Source: an optimization exercise on an open RTL-to-GDS flow (aim: small area and a short achievable clock period). Production flows keep margins and buffers that such runs may drop. Where RTL was checked, it was by simulation tests only, not by an equivalence proof against the original. The RTL of runs 1 and 4 was laid out without a check of its function. Power figures rest on the tool's default switching activity, not on a simulated workload.

==> design.v <==
module pg_0 (
    input logic a,
    input logic b,
    output logic p,
    output logic g
);
assign p = a ^ b;
assign g = a & b;
endmodule
module pg_1plus (
    input logic pi_cur,
    input logic gi_cur,
    input logic pi_prev,
    input logic gi_prev,
    output logic pout,
    output logic gout
);
assign pout = pi_cur & pi_prev;
assign gout = gi_cur | (pi_cur & gi_prev);
endmodule
module ks_add #(
    parameter N = 64
)
(
    input  logic         clk,
    input  logic         rstn_,
    input  logic         en,
    input  logic [N-1:0] a,
    input  logic [N-1:0] b,
    output logic [N-1:0] out
);
    localparam int K = 7;                  
    localparam int W = N / K;              
    localparam int R = N - W * K;          
    function automatic int lo_bit(input int k);
        lo_bit = k * W + ((k < R) ? k : R);
    endfunction
    logic [K-2:0] c_reg;                   
    logic [K-1:0] c_nxt;
    logic [N-1:0] s_nxt;
    logic [N-1:0] p;
    ks_xor #(.W(N)) u_p (.a(a), .b(b), .p(p));
    genvar k;
    generate
        for (k = 0; k < K; k++) begin : chunk
            localparam int LO = lo_bit(k);
            localparam int M = lo_bit(k + 1) - LO;
            ks_chunk #(.W(M), .CIN(k > 0)) u_chunk (
                .a   (a[LO+M-1:LO]),
                .b   (b[LO+M-1:LO]),
                .p   (p[LO+M-1:LO]),
                .cin ((k > 0) ? c_reg[(k > 0) ? k-1 : 0] : 1'b0),
                .s   (s_nxt[LO+M-1:LO]),
                .cout(c_nxt[k])
            );
        end
    endgenerate
    always_ff @(posedge clk) begin
        if (!rstn_) begin
            out <= '0;
        end else if (en) begin
            out <= s_nxt;
        end
    end
    always_ff @(posedge clk) begin
        if (en) begin
            c_reg <= c_nxt[K-2:0];
        end
    end
endmodule
module ks_xor #(
    parameter W = 64
)
(
    input  logic [W-1:0] a,
    input  logic [W-1:0] b,
    output logic [W-1:0] p
);
    assign p = a ^ b;
endmodule
module ks_chunk #(
    parameter W   = 9,
    parameter CIN = 1
)
(
    input  logic [W-1:0] a,
    input  logic [W-1:0] b,
    input  logic [W-1:0] p,                
    input  logic         cin,
    output logic [W-1:0] s,
    output logic         cout
);
    localparam int L = $clog2(W);
    logic [W-1:0] gp [0:L];                
    logic [W-1:0] pp [0:L];                
    logic [W:0]   c;                       
    assign gp[0] = a & b;
    assign pp[0] = p;
    genvar l, i;
    generate
        for (l = 0; l < L; l++) begin : lvl
            for (i = 0; i < W; i++) begin : bit_
                if ((i >> l) & 1) begin : comb
                    localparam int J = ((i >> l) << l) - 1;    
                    assign gp[l+1][i] = gp[l][i] | (pp[l][i] & gp[l][J]);
                    assign pp[l+1][i] = pp[l][i] & pp[l][J];
                end else begin : pass
                    assign gp[l+1][i] = gp[l][i];
                    assign pp[l+1][i] = pp[l][i];
                end
            end
        end
        if (CIN) begin : with_cin
            assign c[0] = cin;
            for (i = 1; i <= W; i++) begin : carry
                assign c[i] = gp[L][i-1] | (pp[L][i-1] & cin);
            end
        end else begin : no_cin
            assign c[0] = 1'b0;
            for (i = 1; i <= W; i++) begin : carry
                assign c[i] = gp[L][i-1];
            end
        end
    endgenerate
    assign s    = p ^ c[W-1:0];
    assign cout = c[W];
endmodule
==> flow/run.sh <==
#!/bin/bash
# The standard layout, except that the input and output ports get the
# smallest buffer cell instead of the one buffer_ports picks by itself.
set -euo pipefail
export BUFFER_PORTS_ARGS="-buffer_cell sky130_fd_sc_hd__buf_1"
bash standard.sh finish > standard_flow.log 2>&1
==> standard.sh <==
#!/bin/bash
# synth_recipe.tcl (not shown) runs the flow's synth.tcl, then flattens the netlist and writes it again
# the make line also repeats each setting of config.mk as NAME=value (left out here)
make -C /OpenROAD-flow-scripts/flow DESIGN_CONFIG=/design/flow/config.mk WORK_HOME=/design/flow/orfs CLKGATE_MAP_FILE= SYNTH_SCRIPT=/design/flow/synth_recipe.tcl "${@:-finish}"
==> config.mk <==
export PLATFORM = sky130hd
export DESIGN_NAME = ks_add
export DESIGN_NICKNAME = ks_add
export VERILOG_FILES = /design/flow/design.v
export SDC_FILE = /design/flow/constraint.sdc
export NUM_CORES = 4
export LEC_CHECK = 0
export CAP_MARGIN = 20
export CORE_MARGIN = 2
export CORE_UTILIZATION = 40
export SLEW_MARGIN = 20
export SYNTH_HIERARCHICAL = 1
export SYNTH_MINIMUM_KEEP_SIZE = 0
==> constraint.sdc <==
create_clock -name core_clock -period 2.0 [get_ports {clk}]
set_input_delay 0.4000 -clock core_clock [delete_from_list [all_inputs] [get_ports {clk}]]
set_output_delay 0.4000 -clock core_clock [all_outputs]
set_load 0.01 [all_outputs]
==> impl_metrics.toml, run 1 <==
[outcome]
status = "complete, no violations"

[place]
routabilityCongestion = 0.819
dp_hpwl_mm = 9.70
port-buffer-count = 194
post_dp_cell_area_um2 = 6310

[grt]
met2_usage_pct = 32.6
track_usage_pct = 18.3
grt_overflow = 0
grt_max_degree = 71
grt_util_met3_pct = 6.38
met1_usage_pct = 19.9
top_usage_layer = "met2"
antenna_found_initial = 2
first_global_vias = 4636
grt_pass1_wl_mm = 20.0

[route]
initialDrtViolationCount = 131
routed-via-count = 4787
dr.pass1.iters = 4
wl_per_cell_um = 12.8
viasPerCell = 4.94
postRouteAntennaNets = 0
drt-total-wl_mm = 12.4
drc = 0

[power_and_ir_drop]
vdd_drop_max_mv = 0.363
internal_power_mw = 3.35
comb_power_share_pct = 32.2
clkPwrFrac_pct = 33.2
switching_share_pct = 30.9
p_per_area_nw_per_um2 = 732
p_leak_nw = 2.82
power_frac_seq_pct = 34.5
power.switching_mw = 1.50

[floorplanning]
num_rows = 41
dieArea_um2 = 13600
initial_core_util_pct = 40.6
num_io_pins = 195
die_w_um = 117
fp.coreArea_um2 = 12500
die_h_um = 117

[timing]
period_minus_slack_ns = 1.84
tns_ns = 0
tightest_slew_ns = 0.529
grt_setup_unrepaired = "no"
skew_ns = 0.00783
fin_worst_hold_slack_ns = 0.425
fin_crit_sh_pct = 92.2
drv_slew = 0
max_freq_mhz = 543
slew_headroom_pct = 64.7
setup-violations-final = 0
finalHoldViolCount = 0

[layout]
nets = 931
final_area_um2 = 6630
drive_gt1_share_pct = 10.8
syn_to_final_growth_pct = 30.4
largest_reg_flops = 64
fin_util_pct = 52.9

[clocking]
cts_setup_buffers = 0
cts_hold_buffers = 0
htreeDepth = 3
insertion_delay_ns = 0.33
cts_resized = 0
numClockSinks = 70
clockBufferDepth = 2
cts-buffers-inserted = 9
cts_tree = "yes"
path_clk_slew_ns = 0.06
cts_root_buffer = "clkbuf_16"

[synthesis]
ys.warnings.count = 13
synthCells = 547
postSynthAreaPerCell_um2 = 9.29
synth_area_um2 = 5080
syn-num-nets = 688

[worst_setup_path]
critPathArrivalTime_ns = 2.11
critPathMostFrequentCell = "ha_1"
crit_buf_inv = 2
rrSetupSlack_ns = 0.25
path_cells = "buf_1, xor2_1, ha_1, a21o_1, a31o_4, a21oi_2, inv_1, ha_1, a21oi_1, xnor2_1, mux2i_1, nor2b_1"
path_delay_family = "compound AO/OA/AOI/OAI gates"
crit_slowest_cell = "a31o_4"
slowest_delay_ns = 0.25
critical_path_class = "in -> reg"
cp.required_ns = 2.27
r2r-end = "out[45]$_SDFFE_PN0P_"
cp-start-kind = "input port"
worstSetupEndpointType = "flip-flop"
r2r_cells = 7
cp_max_fo = 2
worst_r2r_startpoint = "c_reg[3]$_DFFE_PP_"

[worst_hold_path]
holdPathEnd = "c_reg[2]$_DFFE_PP_"
hp-class = "in -> reg"
hold_path_depth = 2
hp-start = "b[27]"

[run]
drv_cap = 0
-- routing by layer --
metal | wire (um) | vias up
met5 | 0 | -
met4 | 198 | 0
met3 | 1110 | 18
met2 | 5950 | 147
met1 | 5130 | 2181
li1 | - | 2441
-- through the flow --
step	power, mW	cells	setup WS [ns]
floorplan	2.69	547	0.00280
global placement	3.23	951	-0.152
detailed placement	3.27	951	-0.211
CTS	4.93	967	0.151
global route	5.18	967	0.00632
finish	4.85	969	0.157
-- placed cells by master (no fill, tap or decap), drive strengths merged --
cell type / n
dfxtp: 64
o211ai: 18
o21ai: 14
mux2i: 64
diode: 2
and2: 1
buf: 245
a41o: 6
xnor2: 29
and3: 6
a21o: 1
a22o: 12
a41oi: 1
xor2: 88
nand3: 18
nor2b: 64
a32oi: 9
a21oi: 10
inv: 13
ha: 10
nor2: 13
bufinv: 1
edfxtp: 6
a31o: 1
a22oi: 6
a31oi: 7
and4: 6
nand4: 6
clkbuf: 14
clkinv: 3
a32o: 8
nand2: 51
-- worst register-to-register path, stage by stage, from the launching register on --
cell and delay [ns]:
edfxtp_1 0.39, a22o_1 0.23, a41o_1 0.30, a31oi_2 0.20, o211ai_2 0.14, xor2_1 0.16, mux2i_1 0.16, nor2b_1 0.06
-- layout make-up --
cell class	instances	area, um^2
Antenna cell	2	5.00
Clock buffer	12	256
Clock inverter	4	45.0
Fill cell	1258	5890
Inverter	13	48.8
Multi-Input combinational cell	449	3440
Sequential cell	70	1460
Tap cell	172	215
Timing Repair Buffer	247	1160
-- power groups by stage --
stage | clock network (mW) | registers [mW] | logic, mW
3_3_place_gp | 0 | 1.70 | 1.53
5_1_grt | 1.73 | 1.69 | 1.75
2_1_floorplan | 0 | 1.76 | 0.930
4_1_cts | 1.68 | 1.68 | 1.58
6_report | 1.61 | 1.67 | 1.56
3_5_place_dp | 0 | 1.70 | 1.57
-- worst max path at each step --
stage               cells past startpoint                   to  start
global route                           12  out[9]$_SDFFE_PN0P_   b[1]
floorplan                              11  out[9]$_SDFFE_PN0P_   b[1]
CTS                                    12  out[9]$_SDFFE_PN0P_   b[1]
finish                                 12  out[9]$_SDFFE_PN0P_   b[1]
detailed placement                     12  out[9]$_SDFFE_PN0P_   b[1]
global placement                       12  out[9]$_SDFFE_PN0P_   b[1]
==> run 2, diff against run 1 <==
--- a/design.v
+++ b/design.v
@@ -38,5 +38,5 @@
     logic [K-2:0] c_reg;                   
     logic [K-1:0] c_nxt;
-    logic [N-1:0] s_nxt;
+    logic [N-1:0] d;                       
     logic [N-1:0] p;
     ks_xor #(.W(N)) u_p (.a(a), .b(b), .p(p));
@@ -47,19 +47,18 @@
             localparam int M = lo_bit(k + 1) - LO;
             ks_chunk #(.W(M), .CIN(k > 0)) u_chunk (
-                .a   (a[LO+M-1:LO]),
-                .b   (b[LO+M-1:LO]),
-                .p   (p[LO+M-1:LO]),
-                .cin ((k > 0) ? c_reg[(k > 0) ? k-1 : 0] : 1'b0),
-                .s   (s_nxt[LO+M-1:LO]),
-                .cout(c_nxt[k])
+                .a    (a[LO+M-1:LO]),
+                .b    (b[LO+M-1:LO]),
+                .p    (p[LO+M-1:LO]),
+                .cin  ((k > 0) ? c_reg[(k > 0) ? k-1 : 0] : 1'b0),
+                .q    (out[LO+M-1:LO]),
+                .en   (en),
+                .rstn (rstn_),
+                .d    (d[LO+M-1:LO]),
+                .cout (c_nxt[k])
             );
         end
     endgenerate
     always_ff @(posedge clk) begin
-        if (!rstn_) begin
-            out <= '0;
-        end else if (en) begin
-            out <= s_nxt;
-        end
+        out <= d;
     end
     always_ff @(posedge clk) begin
@@ -88,13 +87,17 @@
     input  logic [W-1:0] p,                
     input  logic         cin,
-    output logic [W-1:0] s,
+    input  logic [W-1:0] q,
+    input  logic         en,
+    input  logic         rstn,
+    output logic [W-1:0] d,
     output logic         cout
 );
     localparam int L = $clog2(W);
     logic [W-1:0] gp [0:L];                
-    logic [W-1:0] pp [0:L];                
+    logic [W-1:0] tp [0:L];                
     logic [W:0]   c;                       
+    logic [W-1:0] s;
     assign gp[0] = a & b;
-    assign pp[0] = p;
+    assign tp[0] = a | b;
     genvar l, i;
     generate
@@ -103,9 +106,9 @@
                 if ((i >> l) & 1) begin : comb
                     localparam int J = ((i >> l) << l) - 1;    
-                    assign gp[l+1][i] = gp[l][i] | (pp[l][i] & gp[l][J]);
-                    assign pp[l+1][i] = pp[l][i] & pp[l][J];
+                    assign gp[l+1][i] = gp[l][i] | (tp[l][i] & gp[l][J]);
+                    assign tp[l+1][i] = tp[l][i] & tp[l][J];
                 end else begin : pass
                     assign gp[l+1][i] = gp[l][i];
-                    assign pp[l+1][i] = pp[l][i];
+                    assign tp[l+1][i] = tp[l][i];
                 end
             end
@@ -114,5 +117,5 @@
             assign c[0] = cin;
             for (i = 1; i <= W; i++) begin : carry
-                assign c[i] = gp[L][i-1] | (pp[L][i-1] & cin);
+                assign c[i] = gp[L][i-1] | (tp[L][i-1] & cin);
             end
         end else begin : no_cin
@@ -125,3 +128,4 @@
     assign s    = p ^ c[W-1:0];
     assign cout = c[W];
+    assign d    = !rstn ? '0 : (en ? s : q);
 endmodule
==> run 2 against run 1 <==
Against the previous run: fmax is 5.8% lower; critical path depth is 6 lower; via count rose by 10%; routed wire length rose by 13%; flip-flop and latch count did not move; power fell by 4.9%; cell count is 3.2% higher; register-to-register slack worse by 0.21 ns; count of clock-buffer cells in the layout increased by 4; worst setup slack lost 0.11 ns; synthesized cell count is 7.1% higher; critical endpoint is now out[51]$_DFF_P_; highest routed layer unchanged.
==> impl_metrics.toml, run 2 <==
[timing]
tns_ns = 0
setup-violations-final = 0
drv_slew = 0
max_freq_mhz = 511
fin_crit_sh_pct = 97.8
skew_ns = 0.00522
slew_headroom_pct = 67.8
period_minus_slack_ns = 1.96
grt_setup_unrepaired = "yes"
tightest_slew_ns = 0.483
finalHoldViolCount = 0

[grt]
grt_max_degree = 38
grt_overflow = 0
track_usage_pct = 20.0
first_global_vias = 4895
grt_pass1_wl_mm = 21.9
antenna_found_initial = 0

[route]
initialDrtViolationCount = 235
viasPerCell = 5.27
drc = 0
wl_per_cell_um = 14.0
routed-via-count = 5267
dr.pass1.iters = 4
drt-total-wl_mm = 14.0
postRouteAntennaNets = 0

[clocking]
cts_hold_buffers = 0
htreeDepth = 3
cts_tree = "yes"
clockBufferDepth = 2
insertion_delay_ns = 0.34
path_clk_slew_ns = 0.05
cts_root_buffer = "clkbuf_16"
cts-buffers-inserted = 9
numClockSinks = 70

[floorplanning]
fp.coreArea_um2 = 12500
num_rows = 41
die_w_um = 117
initial_core_util_pct = 40.7
dieArea_um2 = 13700
num_io_pins = 195
die_h_um = 117

[worst_setup_path]
cp_max_fo = 5
cp.required_ns = 2.23
crit_slowest_cell = "edfxtp_1"
cp-startpoint = "c_reg[4]$_DFFE_PP_"
slowest_delay_ns = 0.43
crit_buf_inv = 1
critical_path_class = "reg -> reg"
path_delay_family = "compound AO/OA/AOI/OAI gates"
cp-start-kind = "flip-flop"
path_cells = "maj3_2, o221a_4, buf_4, or3_1, o221ai_1, nor3_2"
worst_r2r_startpoint = "c_reg[4]$_DFFE_PP_"
worstSetupEndpointType = "flip-flop"
critPathArrivalTime_ns = 2.18

[place]
port-buffer-count = 194
post_dp_cell_area_um2 = 6320
numPlacedInstances = 981
dp_hpwl_mm = 11.2
routabilityCongestion = 0.847

[synthesis]
ys.warnings.count = 13
syn-num-nets = 717
synthCells = 586
synth_area_um2 = 5100
postSynthAreaPerCell_um2 = 8.70

[power_and_ir_drop]
p_per_area_nw_per_um2 = 690
vdd_drop_max_mv = 0.301
p_leak_nw = 2.55

[worst_hold_path]
hp-start = "out[40]$_DFF_P_"
hp-class = "reg -> reg"

[layout]
multi_input_area_um2 = 3630
fin_util_pct = 53.4
largest_reg_flops = 64
fin_cells = 1000
final_area_um2 = 6690
syn_to_final_growth_pct = 31.1
mostFrequentLayoutCells = "buf_1, xor2_1, dfxtp_1"
nets = 954
regArea_um2 = 1460
num_antenna_cells = 0
final_common_cell = "buf_1"
drive_gt1_share_pct = 14.1
fillers = 1270

[outcome]
status = "complete, no violations"

[run]
drv_cap = 0
[run 2: changes by cell type in the layout (fill, tap and decap cells not counted), sizes merged, moves of 17 or more]
cell,delta
xor2,-22
nor3,+19
o21ai,+17
nor2b,-57
nor2,+21
mux2i,-61
a21oi,+19
maj3,+25
[run 2: timing repair]
item,4_1_cts,5_1_grt
endpoints found under the setup margin,0,5
resized for setup,0,5
setup buffers,0,3
[run 2: worst reg2reg max path, cell delays in order, from the launching register on]
cell and delay, ns:
edfxtp_1 0.43, maj3_2 0.35, o221a_4 0.24, buf_4 0.15
or3_1 0.37, o221ai_1 0.24, nor3_2 0.06
[run 2: worst paths after layout]
check	endpoint	depth (start not counted)	slack [ns]
max	out[51]$_DFF_P_	6	0.04
min	out[40]$_DFF_P_	2	0.44
max reg2reg	out[51]$_DFF_P_	6	0.04
min reg2reg	out[40]$_DFF_P_	2	0.44
[run 2: final cells by class]
| cell class | instances | area share, % |
|---|---|---|
| inverter | 8 | 0.449 |
| sequential | 70 | 21.9 |
| multi-input combinational | 500 | 54.3 |
| tap | 172 | 3.22 |
| timing repair buffer | 234 | 15.8 |
| clock buffer | 16 | 4.36 |
[run 2: power by group]
group | switching [mW] | internal, mW | total, mW
Combinational | 0.761 | 0.629 | 1.39
Clock | 0.599 | 0.977 | 1.58
Sequential | 0.0797 | 1.57 | 1.65
[run 2: layer usage]
layer  wire, um  GRT usage [%]  vias up  part of all wire (%)
met5          0              0        -                     0
met4        368           9.25        0                   2.6
met3        978           5.05       20                   7.0
met2       6490           34.1      156                    46
met1       6170           23.8     2420                    44
li1           -              -     2671                     -
[run 2: stage by stage]
step	worst slack [ns]	hold WS [ns]	power, mW
4_1_cts	0.0148	0.447	4.63
3_3_place_gp	-0.0152	0.435	2.99
6_report	0.0441	0.443	4.61
5_1_grt	-0.00543	0.470	4.87
3_5_place_dp	-0.0150	0.440	3.03
2_1_floorplan	0.125	0.470	2.49
==> run 3, diff against run 2 <==
--- a/config.mk
+++ b/config.mk
@@ -6,4 +6,5 @@
 export NUM_CORES = 4
 export LEC_CHECK = 0
+export ABC_AREA = 1
 export CAP_MARGIN = 20
 export CORE_MARGIN = 2
==> run 3 against run 2 <==
Against the previous run: design area grew 11%; highest routed layer unchanged; largest power group is now the clock network; still clean on timing, DRC and antenna; critical path depth grew 2; combinational power is essentially flat.
==> impl_metrics.toml, run 3 <==
[route]
routed-via-count = 6669
viasPerCell = 4.28
postRouteAntennaNets = 0
initialDrtViolationCount = 262
drc = 0
wl_per_cell_um = 9.31
dr.pass1.iters = 4
drt-total-wl_mm = 14.5

[layout]
syn_to_final_growth_pct = 20.0
fin_util_pct = 49.0
largest_reg_flops = 64
mostFrequentLayoutCells = "nand2_1, inv_1, buf_1"
nets = 1498
num_antenna_cells = 0
final_common_cell = "nand2_1"
final_area_um2 = 7450
drive_gt1_share_pct = 5.90

[power_and_ir_drop]
p_per_area_nw_per_um2 = 624
vdd_drop_max_mv = 0.379
p_leak_nw = 4.47
total_power_mw = 4.65

[timing]
max_freq_mhz = 731
tns_ns = 0
setup-violations-final = 0
skew_ns = 0.00470
period_minus_slack_ns = 1.37
drv_slew = 0
fin_crit_sh_pct = 68.4
slew_headroom_pct = 78.6
grt_setup_unrepaired = "no"
finalHoldViolCount = 0
tightest_slew_ns = 0.322

[run]
drv_cap = 0

[place]
routabilityCongestion = 0.854
dp_hpwl_mm = 11.8
port-buffer-count = 194
post_dp_cell_area_um2 = 7140

[worst_setup_path]
cp.required_ns = 2.10
slowest_delay_ns = 0.43
cp-start-kind = "flip-flop"
path_cells = "o21ai_1, nand2_2, nand3_2, nand2_2, nand2_2, nand2_2, o21ai_1, nand2_1"
critPathMostFrequentCell = "nand2_2"
crit_buf_inv = 0
path_delay_family = "simple AND/OR/NAND/NOR gates"
cp_max_fo = 4
crit_slowest_cell = "edfxtp_1"
critPathArrivalTime_ns = 1.47
worstSetupEndpointType = "flip-flop"
critical_path_class = "reg -> reg"

[clocking]
cts_tree = "yes"
cts_root_buffer = "clkbuf_16"
insertion_delay_ns = 0.34
htreeDepth = 3
cts_setup_buffers = 0
cts_hold_buffers = 0
cts_resized = 0
cts-buffers-inserted = 9
path_clk_slew_ns = 0.06
numClockSinks = 70
clockBufferDepth = 2

[synthesis]
synthCells = 1166
syn-num-nets = 1297
ys.warnings.count = 13
postSynthAreaPerCell_um2 = 5.33
synth_area_um2 = 6210

[grt]
grt_max_degree = 49
grt_pass1_wl_mm = 24.2
grt_overflow = 0
track_usage_pct = 17.9
first_global_vias = 5712
antenna_found_initial = 0

[floorplanning]
num_io_pins = 195
die_w_um = 129
fp.coreArea_um2 = 15200
die_h_um = 129
dieArea_um2 = 16500
initial_core_util_pct = 40.9
num_rows = 45

[outcome]
status = "complete, no violations"

[worst_hold_path]
hp-class = "in -> reg"
==> run 3: final cells by class <==
class	instances	area [um^2]
fill	1682	7750
multi-input combinational	827	3680
sequential	70	1460
inverter	261	980
timing repair buffer	198	787
clock buffer	12	267
tap	188	235
clock inverter	4	43.8
==> run 3: per-stage QoR <==
| step | hold slack [ns] | cells | setup slack [ns] |
|---|---|---|---|
| floorplan | 0.512 | 1166 | 0.705 |
| global placement | 0.460 | 1544 | 0.468 |
| detailed placement | 0.464 | 1544 | 0.467 |
| CTS | 0.410 | 1560 | 0.627 |
| global route | 0.430 | 1560 | 0.524 |
| finish | 0.424 | 1560 | 0.632 |
==> run 3: power by group <==
part	switching [mW]	total [mW]	internal, mW
clock	0.598	1.66	1.06
combinational	0.868	1.38	0.509
sequential	0.0711	1.62	1.55
==> run 3: routing by layer <==
layer,routed length (um),vias up,GRT usage [%]
li1,-,3852,-
met1,6910,2680,21.1
met2,6450,126,31.4
met3,1010,11,5.78
met4,154,0,4.80
met5,0,-,0
==> run 3: worst paths after layout <==
path / from / to / slack [ns] / depth (start not counted)
worst max-delay path: c_reg[2]$_DFFE_PP_ / c_reg[3]$_DFFE_PP_ / 0.63 / 8
worst min-delay path: b[54] / c_reg[5]$_DFFE_PP_ / 0.42 / 3
worst max register to register: c_reg[2]$_DFFE_PP_ / c_reg[3]$_DFFE_PP_ / 0.63 / 8
worst min register to register: out[23]$_DFF_P_ / out[23]$_DFF_P_ / 0.48 / 2
==> run 3: worst register-to-register path, stage by stage, from the launching register on <==
cell and delay [ns]:
edfxtp_1 0.43, o21ai_1 0.16, nand2_2 0.10, nand3_2 0.09, nand2_2 0.09, nand2_2 0.08, nand2_2 0.05, o21ai_1 0.08
nand2_1 0.06
==> run 4, diff against run 3 <==
--- a/design.v
+++ b/design.v
@@ -39,5 +39,7 @@
     logic [K-1:0] c_nxt;
     logic [N-1:0] d;                       
-    logic [N-1:0] p;
+    logic [N-1:0] p;                       
+    logic [N-1:0] gg;                      
+    logic [N-1:0] tt;                      
     ks_xor #(.W(N)) u_p (.a(a), .b(b), .p(p));
     genvar k;
@@ -46,8 +48,14 @@
             localparam int LO = lo_bit(k);
             localparam int M = lo_bit(k + 1) - LO;
-            ks_chunk #(.W(M), .CIN(k > 0)) u_chunk (
-                .a    (a[LO+M-1:LO]),
-                .b    (b[LO+M-1:LO]),
+            ks_prefix #(.W(M)) u_prefix (
+                .a (a[LO+M-1:LO]),
+                .b (b[LO+M-1:LO]),
+                .g (gg[LO+M-1:LO]),
+                .t (tt[LO+M-1:LO])
+            );
+            ks_sum #(.W(M), .CIN(k > 0)) u_sum (
                 .p    (p[LO+M-1:LO]),
+                .g    (gg[LO+M-1:LO]),
+                .t    (tt[LO+M-1:LO]),
                 .cin  ((k > 0) ? c_reg[(k > 0) ? k-1 : 0] : 1'b0),
                 .q    (out[LO+M-1:LO]),
@@ -78,24 +86,16 @@
     assign p = a ^ b;
 endmodule
-module ks_chunk #(
-    parameter W   = 9,
-    parameter CIN = 1
+module ks_prefix #(
+    parameter W = 9
 )
 (
     input  logic [W-1:0] a,
     input  logic [W-1:0] b,
-    input  logic [W-1:0] p,                
-    input  logic         cin,
-    input  logic [W-1:0] q,
-    input  logic         en,
-    input  logic         rstn,
-    output logic [W-1:0] d,
-    output logic         cout
+    output logic [W-1:0] g,
+    output logic [W-1:0] t
 );
     localparam int L = $clog2(W);
-    logic [W-1:0] gp [0:L];                
-    logic [W-1:0] tp [0:L];                
-    logic [W:0]   c;                       
-    logic [W-1:0] s;
+    logic [W-1:0] gp [0:L];
+    logic [W-1:0] tp [0:L];
     assign gp[0] = a & b;
     assign tp[0] = a | b;
@@ -114,16 +114,27 @@
             end
         end
-        if (CIN) begin : with_cin
-            assign c[0] = cin;
-            for (i = 1; i <= W; i++) begin : carry
-                assign c[i] = gp[L][i-1] | (tp[L][i-1] & cin);
-            end
-        end else begin : no_cin
-            assign c[0] = 1'b0;
-            for (i = 1; i <= W; i++) begin : carry
-                assign c[i] = gp[L][i-1];
-            end
-        end
     endgenerate
+    assign g = gp[L];
+    assign t = tp[L];
+endmodule
+module ks_sum #(
+    parameter W   = 9,
+    parameter CIN = 1
+)
+(
+    input  logic [W-1:0] p,
+    input  logic [W-1:0] g,
+    input  logic [W-1:0] t,
+    input  logic         cin,
+    input  logic [W-1:0] q,
+    input  logic         en,
+    input  logic         rstn,
+    output logic [W-1:0] d,
+    output logic         cout
+);
+    logic [W:0]   c;                       
+    logic [W-1:0] s;
+    assign c[0] = CIN ? cin : 1'b0;
+    assign c[W:1] = CIN ? (g | (t & {W{cin}})) : g;
     assign s    = p ^ c[W-1:0];
     assign cout = c[W];
==> run 4 against run 3 <==
Against the previous run: still clean on timing, DRC and antenna; fmax increased by 2.8%; design area increased by 19%; power increased by 7.3%; via count increased by 22%; sequential share of layout area decreased by 3.1 points; flip-flop and latch count unchanged; register-to-register slack improved by 0.23 ns; sequential power about the same; global-route usage decreased by 0.40 points; non-clock buffer count decreased by 1; critical endpoint is now out[35]; largest cell class unchanged.
==> impl_metrics.toml, run 4 <==
[layout]
num_antenna_cells = 0
largest_reg_flops = 64
final_common_cell = "nand2_1"
fin_util_pct = 46.9
mostFrequentLayoutCells = "nand2_1, inv_1, buf_1"
syn_to_final_growth_pct = 14.6
fillers = 2145
nets = 1769
drive_gt1_share_pct = 9.31

[grt]
antenna_found_initial = 0
track_usage_pct = 17.5
grt_overflow = 0
grt_pass1_wl_mm = 29.4
grt_max_degree = 84
first_global_vias = 6742

[floorplanning]
num_io_pins = 195
dieArea_um2 = 20400
die_w_um = 143
initial_core_util_pct = 40.9
num_rows = 50
fp.coreArea_um2 = 18800
die_h_um = 143

[worst_setup_path]
cp.required_ns = 1.60
crit_slowest_cell = "dfxtp_1"
cp_max_fo = 2
r2r_cells = 6
worstSetupEndpointType = "output port"
crit_buf_inv = 1
path_delay_family = "flip-flops"
rrSetupSlack_ns = 0.86
worst_r2r_startpoint = "c_reg[4]$_DFFE_PP_"
critPathArrivalTime_ns = 0.93
path_cells = "buf_1"
slowest_delay_ns = 0.42
critical_path_class = "reg -> out"
cp-start-kind = "flip-flop"
r2r-end = "out[53]$_DFF_P_"

[worst_hold_path]
holdPathEnd = "out[0]$_DFF_P_"
hp-start = "a[0]"
hold_path_depth = 5
hp-class = "in -> reg"

[power_and_ir_drop]
p_per_area_nw_per_um2 = 565
p_leak_nw = 5.44
vdd_drop_max_mv = 0.387

[timing]
tns_ns = 0
drv_slew = 0
tightest_slew_ns = 0.436
finalHoldViolCount = 0
setup-violations-final = 0
period_minus_slack_ns = 1.33
grt_setup_unrepaired = "no"
slew_headroom_pct = 71.0
skew_ns = 0.00718
max_freq_mhz = 751
fin_crit_sh_pct = 66.5

[route]
drt-total-wl_mm = 18.0
dr.pass1.iters = 5
routed-via-count = 8103
postRouteAntennaNets = 0
wl_per_cell_um = 9.45
drc = 0
viasPerCell = 4.26
initialDrtViolationCount = 287

[outcome]
status = "complete, no violations"

[place]
port-buffer-count = 194
dp_hpwl_mm = 14.3
routabilityCongestion = 0.778

[synthesis]
synthCells = 1451
ys.warnings.count = 13
syn-num-nets = 1582
synth_area_um2 = 7710
postSynthAreaPerCell_um2 = 5.31

[clocking]
insertion_delay_ns = 0.34
cts_setup_buffers = 0
cts_resized = 0
clockBufferDepth = 2
numClockSinks = 70
cts_root_buffer = "clkbuf_16"
cts-buffers-inserted = 9
path_clk_slew_ns = 0.06
cts_tree = "yes"
htreeDepth = 3
cts_hold_buffers = 0

[run]
drv_cap = 0
==> run 4: report_power, final <==
part           total [mW]  leakage (nW)  internal (mW)  switching (mW)
Clock                1.64         0.151          0.979           0.661
Combinational        1.70          4.70          0.642            1.06
Sequential           1.65         0.590           1.55           0.106
Total                4.99          5.44           3.17            1.82
==> run 4: per-layer routing <==
metal	wire (um)	GRT usage, %
met1	8640	21.7
met2	8020	30.5
met3	1130	4.69
met4	191	3.44
met5	0	0
==> run 4: worst max-delay path by stage <==
stage	startpoint	endpoint	slack [ns]	cells past startpoint
finish	out[35]$_DFF_P_	out[35]	0.67	1
global route	a[23]	out[27]$_DFF_P_	0.51	12
floorplan	b[11]	c_reg[1]$_DFFE_PP_	0.63	8
detailed placement	b[14]	out[18]$_DFF_P_	0.35	12
global placement	b[44]	c_reg[4]$_DFFE_PP_	0.37	8
CTS	out[35]$_DFF_P_	out[35]	0.66	1
==> run 4: metrics by stage <==
step / area [um^2] / cells / total power [mW] / hold slack (ns) / setup slack, ns
6_report: 8830 / 1903 / 4.99 / 0.421 / 0.669
4_1_cts: 8830 / 1903 / 5.09 / 0.411 / 0.656
3_5_place_dp: 8540 / 1887 / 3.40 / 0.526 / 0.347
5_1_grt: 8830 / 1903 / 5.41 / 0.449 / 0.512
2_1_floorplan: 7710 / 1451 / 2.96 / 0.512 / 0.634
3_3_place_gp: 8540 / 1887 / 3.37 / 0.514 / 0.373
==> run 4: layout make-up <==
| class | instances | area [um^2] | area share (%) |
|---|---|---|---|
| clock buffers | 13 | 282 | 3.19 |
| clock inverters | 3 | 15.0 | 0.170 |
| inverters | 358 | 1340 | 15.2 |
| multi-input cells | 1002 | 4630 | 52.4 |
| flip-flops and latches | 70 | 1460 | 16.5 |
| well taps | 260 | 325 | 3.68 |
| repair buffers | 197 | 779 | 8.82 |

-- static timing again, ports no longer ideal --
In the flow no input, the clock included, has a driving cell. The finished layouts below were timed again as built, in two steps. Step 1 assumes that a clkbuf_16 drives the clock port and a buf_2 every other input. Step 2 adds t to the input delays and takes it off the output delays; t is the mean of the earliest and latest rising clock arrival at the registers after step 1. Input paths then give back, and output paths get back, about the clock's delay inside the block. Slacks: no drivers / after step 1 / after step 2; pairs: no drivers / after step 1.
run	t, ns	slack for setup (ns)	hold WS [ns]	slew at the worst register clock pin (ns)
run 1	0.368	0.157 / 0.176 / -0.192	0.425 / 0.417 / 0.508	0.06 / 0.06
run 2	0.375	0.044 / 0.044 / -0.027	0.443 / 0.439 / 0.443	0.06 / 0.06
run 3	0.379	0.632 / 0.632 / 0.471	0.424 / 0.414 / 0.478	0.06 / 0.06
run 4	0.376	0.669 / 0.631 / 0.338	0.421 / 0.404 / 0.543	0.07 / 0.07
With both steps, setup timing fails in run 1 and run 2, where it was met with ideal ports. The setup slack of run 1, which loses most, moves by +0.019 ns with the drivers and by -0.349 ns with both steps.
